Background: an optimization exercise with open tools, aiming at small area, a short achievable clock period and few clock cycles. Do not read the settings as production practice.

==> indigo: inputs <==
// ysyx_22050058_top
module ysyx_22050058_top(
    input   wire            clk,
    input   wire            rst,
    output  wire [63:0]     imem_addr,
    input   wire [63:0]     imem_rdata,
    output  wire            dmem_ren,
    output  wire [63:0]     dmem_raddr,
    input   wire [63:0]     dmem_rdata,
    output  wire            dmem_wen,
    output  wire [63:0]     dmem_waddr,
    output  wire [63:0]     dmem_wdata,
    output  wire [7:0]      dmem_wmask,
    output  wire            halt
);
    localparam [47:0] PC_HI = 48'h0000_0000_8000;
    localparam R_SUM = 4'd0, R_SLT = 4'd1, R_SLTU = 4'd2, R_XOR = 4'd3, R_OR = 4'd4,
               R_AND = 4'd5, R_SLL = 4'd6, R_SRL = 4'd7, R_SRA = 4'd8, R_LOAD = 4'd9,
               R_LINK = 4'd10;
    reg  [15:2] pc_q;
    reg         x_valid;
    reg  [63:0] x_opa, x_opb, x_rs2;
    reg  [15:2] x_alt;
    reg  [4:0]  x_rd;
    reg         x_wen;
    reg  [3:0]  x_res;
    reg         x_w, x_sub, x_ld, x_st, x_br, x_pred, x_jalr, x_md, x_ebreak, x_auipc;
    reg  [2:0]  x_f3;
    wire        x_stall;
    wire [63:0] sum;
    wire        x_redirect;
    wire [15:2] x_target;
    wire [63:0] x_result;
    assign imem_addr = {PC_HI, pc_q, 2'b00};
    wire [31:0] inst = pc_q[2] ? imem_rdata[63:32] : imem_rdata[31:0];
    wire [6:0] opc = inst[6:0];
    wire [4:0] f_rd  = inst[11:7];
    wire [2:0] f_f3  = inst[14:12];
    wire [4:0] f_rs1 = inst[19:15];
    wire [4:0] f_rs2 = inst[24:20];
    wire op_lui   = opc[6:2] == 5'b01101;
    wire op_auipc = opc[6:2] == 5'b00101;
    wire op_jal   = opc[6:2] == 5'b11011;
    wire op_jalr  = opc[6:2] == 5'b11001;
    wire op_br    = opc[6:2] == 5'b11000;
    wire op_ld    = opc[6:2] == 5'b00000;
    wire op_st    = opc[6:2] == 5'b01000;
    wire op_imm   = opc[6:2] == 5'b00100;
    wire op_imm32 = opc[6:2] == 5'b00110;
    wire op_reg   = opc[6:2] == 5'b01100;
    wire op_reg32 = opc[6:2] == 5'b01110;
  ...
==> flow/config.mk <==
export PLATFORM = sky130hd
export DESIGN_NAME = ysyx_22050058_top
export DESIGN_NICKNAME = ysyx_22050058_top
export VERILOG_FILES = /design/flow/design.v
export SDC_FILE = /design/flow/constraint.sdc
export NUM_CORES = 8
export LEC_CHECK = 0
export CAP_MARGIN = 40
export CELL_PAD_IN_SITES_DETAIL_PLACEMENT = 1
export CELL_PAD_IN_SITES_GLOBAL_PLACEMENT = 1
export CORE_MARGIN = 2
export CORE_UTILIZATION = 50
export PLACE_DENSITY = 0.65
export SLEW_MARGIN = 40
==> flow/constraint.sdc <==
create_clock -name core_clock -period 15.0 [get_ports {clk}]
set_input_delay 3.0000 -clock core_clock [delete_from_list [all_inputs] [get_ports {clk}]]
set_output_delay 3.0000 -clock core_clock [all_outputs]
set_load 0.01 [all_outputs]
standard.sh (not shown) runs the stock make flow with config.mk's settings and CLKGATE_MAP_FILE= SYNTH_SCRIPT=/design/flow/synth_recipe.tcl, a recipe that flattens the netlist after the stock synthesis.
==> flow/flow/run.sh <==
#!/bin/bash
set -euo pipefail
bash standard.sh SETUP_SLACK_MARGIN=9 finish > standard_flow.log 2>&1
==> garnet (differences from indigo) <==
--- a/flow/design.v
+++ b/flow/design.v
@@ -8,63 +8,42 @@
     input  wire [63:0] a,
     input  wire [63:0] b,
     output wire        busy,
     output wire [4:0]  rd,
     output wire        xhold,
-    input  wire        kill_in,      
-    output reg         killed,
     output wire        sh_req,
     output reg  [63:0] sh_hi,
     output reg  [63:0] sh_lo,
     output reg  [5:0]  sh_amt,
     output wire        sh_rev,
     input  wire [63:0] sh_out,
     output wire        wb,
     output wire [63:0] result
 );
-    localparam S_IDLE = 3'd0, S_MSTEP = 3'd1, S_DPRE = 3'd2, S_DSH = 3'd3, S_DSTEP = 3'd4,
-               S_DFIN = 3'd5, S_DONE = 3'd6;
+    localparam S_IDLE = 3'd0, S_MSTEP = 3'd1, S_DPRE = 3'd2, S_DSTEP = 3'd3, S_DONE = 3'd4;
     reg [2:0]  st;
-    reg [6:0]  cnt;      
+    reg [4:0]  cnt;      
     reg [3:0]  nst;      
     reg [64:0] acc;      
     reg [63:0] q;        
     reg [64:0] dv;       
     reg [2:0]  f3;
     reg        w;
     reg [4:0]  rd_r;
     reg        an_r, bn_r, bnz_r;
-    reg        dpow;     
-    reg [5:0]  damt;     
-    function [63:0] below;
-        input [63:0] v;
-        integer k;
-        begin
-            below = {v[62:0], 1'b0};
-            for (k = 1; k < 64; k = k * 2) below = below | (below << k);
-        end
-    endfunction
-    function [63:0] above;
-        input [63:0] v;
-        integer k;
-        begin
-            above = {1'b0, v[63:1]};
-            for (k = 1; k < 64; k = k * 2) above = above | (above >> k);
-        end
-    endfunction
     wire is_div = f3[2];
     wire ld_div = f3_in[2];
     wire sa = ld_div ? ~f3_in[0] : (f3_in[1:0] != 2'b11);
     wire sb = ld_div ? ~f3_in[0] : (f3_in[1:0] == 2'b00) | (f3_in[1:0] == 2'b01);
     wire [63:0] a1 = w_in ? {{32{sa & a[31]}}, a[31:0]} : a;
     wire [63:0] b1 = w_in ? {{32{sb & b[31]}}, b[31:0]} : b;
     wire        an = sa & a1[63];
     wire        bn = sb & b1[63];
     wire [63:0] dval;
     wire [63:0] na_in = (st == S_IDLE) ? a1 : dval;   
-    wire [63:0] a_ng  = na_in ^ below(na_in);
-    wire [63:0] b_ng  = b1 ^ below(b1);
+    wire [63:0] a_ng  = ~na_in + 64'd1;
+    wire [63:0] b_ng  = ~b1 + 64'd1;
     function [4:0] ndig;
         input [63:0] v;
         input        sgn;
         reg [63:0] d;
         integer n;
@@ -81,11 +60,11 @@
     wire [4:0] ndm  = swap ? nda : ndb;
     wire       mneg = swap ? an : bn;             
     wire [63:0] mc  = swap ? b1 : a1;
     wire        mcs = swap ? sb : sa;
     wire [63:0] mcn = swap ? b_ng : a_ng;
-    wire [64:0] mc65 = mneg ? {(mcs & mc[63]) ^ (mc != 64'd0), mcn} : {mcs & mc[63], mc};
+    wire [64:0] mc65 = mneg ? {~(mcs & mc[63]) ^ (mc == 64'd0), mcn} : {mcs & mc[63], mc};
     wire [63:0] mq   = mneg ? (swap ? a_ng : b_ng) : (swap ? a1 : b1);
     wire [68:0] x0 = {{4{acc[64]}}, acc};
     wire [68:0] mx = {{4{dv[64]}}, dv};
     wire [68:0] x1 = q[0] ? mx : 69'd0;
     wire [68:0] x2 = q[1] ? {mx[67:0], 1'b0} : 69'd0;
@@ -111,53 +90,53 @@
     wire [6:0] clz_d  = clz(dv[63:0]);
     wire       d_zero = (dv[63:0] == 64'd0);
     wire       d_big  = (clz_d < clz_r);                  
     wire [6:0] nq     = clz_d - clz_r + 7'd1;            
     wire [6:0] nq2    = nq + {6'd0, nq[0]};               
-    wire [63:0] dlow   = above(dv[63:0]);                  
-    wire        d_pow2 = ~d_zero & ((dv[63:0] & dlow) == 64'd0);
+    reg  [63:0] dlow;                                      
+    integer m;
+    always @(*) begin
+        dlow[63] = 1'b0;
+        for (m = 62; m >= 0; m = m - 1) dlow[m] = dlow[m+1] | dv[m+1];
+    end
+    wire       d_pow2 = ~d_zero & ((dv[63:0] & dlow) == 64'd0);
     wire [65:0] t1 = {2'b00, acc[63:0]} - {1'b0, dv};
     wire [63:0] r1 = t1[65] ? acc[63:0] : t1[63:0];
     wire [65:0] t2 = {2'b00, r1} - {2'b00, dv[64:1]};
     wire [63:0] r2 = t2[65] ? r1 : t2[63:0];
     wire mhi = (f3[1:0] != 2'b00);     
-    assign sh_req = (st == S_DSH) | ((st == S_DONE) & ~is_div);
-    assign sh_rev = (st == S_DSH) & ~dpow;
+    assign sh_req = ((st == S_DPRE) & ~d_zero & ~d_big) | ((st == S_DONE) & ~is_div);
+    assign sh_rev = (st == S_DPRE) & ~d_pow2;
     always @(*) begin
-        if (st == S_DSH) begin
+        if (st == S_DPRE) begin
             sh_hi  = 64'd0;
-            sh_lo  = dpow ? acc[63:0] : dv[63:0];
-            sh_amt = damt;
+            sh_lo  = d_pow2 ? acc[63:0] : dv[63:0];
+            sh_amt = d_pow2 ? 6'd63 - clz_d[5:0] : nq2[5:0] - 6'd2;
         end else begin
             sh_hi  = mhi ? {64{acc[64]}} : acc[63:0];
             sh_lo  = mhi ? acc[63:0] : q;
             sh_amt = ~{nst, 2'b11};            
         end
     end
     wire d_rem   = f3[1];
     assign dval  = d_rem ? acc[63:0] : q;
     wire neg_res = d_rem ? an_r : ((an_r ^ bn_r) & bnz_r);
-    wire [63:0] res = is_div ? q : sh_out;
+    wire [63:0] res = is_div ? (neg_res ? a_ng : dval) : sh_out;
     assign result = w ? {{32{res[31]}}, res[31:0]} : res;
     assign busy   = (st != S_IDLE);
     assign rd     = rd_r;
-    assign wb     = (st == S_DONE) & (rd_r != 5'd0) & ~killed;
-    assign xhold  = (st == S_DONE) | (st == S_DSH);
+    assign wb     = (st == S_DONE) & (rd_r != 5'd0);
+    assign xhold  = (st == S_DONE) | ((st == S_DPRE) & ~d_zero & ~d_big);
     always @(posedge clk) begin
         if (rst) begin
-            st     <= S_IDLE;
-            killed <= 1'b0;
+            st <= S_IDLE;
         end else begin
-            if (st == S_IDLE) killed <= 1'b0;
-            else if (kill_in) killed <= 1'b1;
             case (st)
                 S_IDLE:  if (start) st <= ld_div ? S_DPRE : S_MSTEP;
-                S_MSTEP: if (cnt == 7'd1) st <= S_DONE;
-                S_DPRE:  st <= (d_zero | d_big) ? S_DFIN : S_DSH;
-                S_DSH:   st <= dpow ? S_DFIN : S_DSTEP;
-                S_DSTEP: if (cnt == 7'd1) st <= S_DFIN;
-                S_DFIN:  st <= S_DONE;
+                S_MSTEP: if (cnt == 5'd1) st <= S_DONE;
+                S_DPRE:  st <= (d_zero | d_big | d_pow2) ? S_DONE : S_DSTEP;
+                S_DSTEP: if (cnt == 5'd1) st <= S_DONE;
                 default: st <= S_IDLE;
             endcase
         end
     end
     always @(posedge clk) begin
@@ -175,39 +154,29 @@
                 end else begin
                     acc <= 65'd0;
                     dv  <= mc65;
                     q   <= mq;
                     nst <= ndm[3:0] - 4'd1;
-                    cnt <= {2'd0, ndm};
+                    cnt <= ndm;
                 end
             end
             S_MSTEP: begin
                 acc <= ms[68:4];
                 q   <= {ms[3:0], q[63:4]};
-                cnt <= cnt - 7'd1;
+                cnt <= cnt - 5'd1;
             end
             S_DPRE: begin
-                q    <= d_zero ? 64'hffff_ffff_ffff_ffff : 64'd0;
-                dpow <= d_pow2;
-                damt <= d_pow2 ? 6'd63 - clz_d[5:0] : nq[5:0] - 6'd1;
-                cnt  <= nq;
-            end
-            S_DSH: begin
-                if (dpow) begin
-                    q   <= sh_out;
-                    acc <= {1'b0, acc[63:0] & dlow};
-                end
-                dv  <= {1'b0, sh_out};
-            end
-            S_DFIN: begin
-                q   <= neg_res ? a_ng : dval;
+                q   <= d_zero ? 64'hffff_ffff_ffff_ffff : (d_pow2 & ~d_big) ? sh_out : 64'd0;
+                if (d_pow2 & ~d_big) acc <= {1'b0, acc[63:0] & dlow};
+                dv  <= {sh_out, 1'b0};
+                cnt <= nq2[5:1];
             end
             S_DSTEP: begin
-                acc <= {1'b0, r1};
-                q   <= {q[62:0], ~t1[65]};
-                dv  <= {1'b0, dv[64:1]};
-                cnt <= cnt - 7'd1;
+                acc <= {1'b0, r2};
+                q   <= {q[61:0], ~t1[65], ~t2[65]};
+                dv  <= {2'b00, dv[64:2]};
+                cnt <= cnt - 5'd1;
             end
             default: ;
         endcase
     end
 endmodule
@@ -291,11 +260,11 @@
     wire [63:0] imm_s = {{52{inst[31]}}, inst[31:25], inst[11:7]};
     wire [63:0] imm_u = {{32{inst[31]}}, inst[31:12], 12'b0};
     wire [15:2] imm_b = {{4{inst[31]}}, inst[7], inst[30:25], inst[11:9]};
     wire [15:2] imm_j = {inst[15:12], inst[20], inst[30:22]};
     wire [63:0] rf_rdata1, rf_rdata2;
-    wire        md_busy, md_xhold, md_wb, md_kill;
+    wire        md_busy, md_xhold, md_wb;
     wire [4:0]  md_rd;
     wire [63:0] md_result;
     wire        rf_we = (x_valid & x_wen & ~x_stall) | md_wb;
     ysyx_22050058_regfile u_rf (
         .clk(clk),
@@ -314,17 +283,15 @@
     wire [15:0] f_jtgt = sum[15:0] + inst[31:20];
     wire [15:2] f_next = f_jpred ? f_jtgt[15:2] : f_take ? f_tgt : f_seq;
     wire f_md   = (op_reg | op_reg32) & inst[25];
     wire f_wen  = (op_lui | op_auipc | op_jal | op_jalr | op_ld | op_imm | op_imm32 |
                    op_reg | op_reg32) & ~f_md & (f_rd != 5'd0);
-    wire f_use1 = ~(op_lui | op_auipc | op_jal);
-    wire f_use2 = op_reg | op_reg32 | op_br | op_st;
-    wire x_wr_md = x_valid & x_wen & (x_rd == md_rd);      
-    wire hz_md  = md_busy & ~md_kill & ~x_wr_md & (md_rd != 5'd0) &
-                  ((f_use1 & (f_rs1 == md_rd)) | (f_use2 & (f_rs2 == md_rd)));
+    wire f_wr   = f_wen | f_md;
+    wire hz_md  = md_busy & (md_rd != 5'd0) &
+                  ((f_rs1 == md_rd) | (f_rs2 == md_rd) | (f_wr & (f_rd == md_rd)));
     wire hz_x   = x_valid & x_md & (x_rd != 5'd0) &
-                  ((f_use1 & (f_rs1 == x_rd)) | (f_use2 & (f_rs2 == x_rd)));
+                  ((f_rs1 == x_rd) | (f_rs2 == x_rd) | (f_wr & (f_rd == x_rd)));
     wire f_hold = hz_md | hz_x;
     wire f_isub = (op_reg | op_reg32) & ~inst[25] & inst[30] & (f_f3 == 3'b000);
     wire f_slt  = (op_reg & ~inst[25] | op_imm) & (f_f3[2:1] == 2'b01);
     wire f_sub  = f_isub | f_slt | op_br;
     reg [3:0] f_res;
@@ -434,11 +401,10 @@
         .clk(clk), .rst(rst),
         .start(x_valid & x_md),
         .f3_in(x_f3), .w_in(x_w), .rd_in(x_rd),
         .a(x_opa), .b(x_opb),
         .busy(md_busy), .rd(md_rd), .xhold(md_xhold),
-        .kill_in(x_wr_md & ~x_stall), .killed(md_kill),
         .sh_req(md_sh_req), .sh_hi(md_sh_hi), .sh_lo(md_sh_lo), .sh_amt(md_sh_amt),
         .sh_rev(md_sh_rev), .sh_out(sh_res),
         .wb(md_wb), .result(md_result)
     );
     reg [63:0] res;
==> flow/run.sh (new file) <==
#!/bin/bash
# synth_recipe.tcl (not shown) runs the flow's synth.tcl, then flattens the netlist and writes it again
# the make line also repeats each setting of config.mk as NAME=value (left out here)
make -C /OpenROAD-flow-scripts/flow DESIGN_CONFIG=/design/flow/config.mk WORK_HOME=/design/flow/orfs CLKGATE_MAP_FILE= SYNTH_SCRIPT=/design/flow/synth_recipe.tcl finish
- CORE_UTILIZATION: 50 -> 30
- PLACE_DENSITY: 0.65 -> 0.5
- SETUP_SLACK_MARGIN: not set -> 5
removed: flow/flow/run.sh
removed: flow/standard.sh
==> notes.md <==
| metric | indigo | garnet |
|---|---|---|
| Compound-Gate Fraction of Synth Area | 25.3% | 25.1% |
| Post-Place Cells | 19600 | 23100 |
| Cell area reported after detailed placement | 173000 µm² | 180000 µm² |
| Initial Util | 50.3% | 30.1% |
| Outcome | did not finish | no timing/DRC/antenna violations |
| Last stage reached | global routing | - |
| Parity-gate share of the synthesized area counting xor and xnor cells | 2.65% | 3.03% |
| Unique masters post-synth | 128 | 122 |
| Seq cells post-synth | 2456 | 2446 |
| Cts bufs inserted | 272 | 300 |
| Proportion of synthesized chip area in sequential cells | 45.9% | 45.2% |
| Routability congestion estimate from global placement | 1.17 | 1.08 |
| Share of synthesized cell area in full adder, half adder and majority cells | 5.52% | 5.95% |
| Basic-gate share of the synthesized area counting and, or, nand and nor cells | 12.0% | 11.9% |
| Number of cell rows | 207 | 269 |
No functional check of the RTL was part of any run of this note.

==> afterwards: timing with drivers on the ports <==
The results above use ideal ports. As a check the final layout listed here was re-extracted and re-timed, cells and wires unchanged.
Step 1 assumes that a clkbuf_16 drives the clock port and a buf_2 every other input.
Step 2 moves the port delays by t, midway between the first and last clock arrival at a register: inputs arrive t later, outputs are due t later. That takes back most of the time a late clock gives input paths.
Slacks: ideal ports / drivers / drivers and shift; pairs: ideal ports / drivers.
run: garnet
shift t [ns]: 1.114
setup slack, ns: 4.813 / 4.813 / 4.813
worst register clock-pin slew, ns: 0.07 / 0.07
After both steps garnet still meets setup and hold. For garnet, drivers alone change the setup slack by 0.000 ns; drivers and shift together by 0.000 ns.
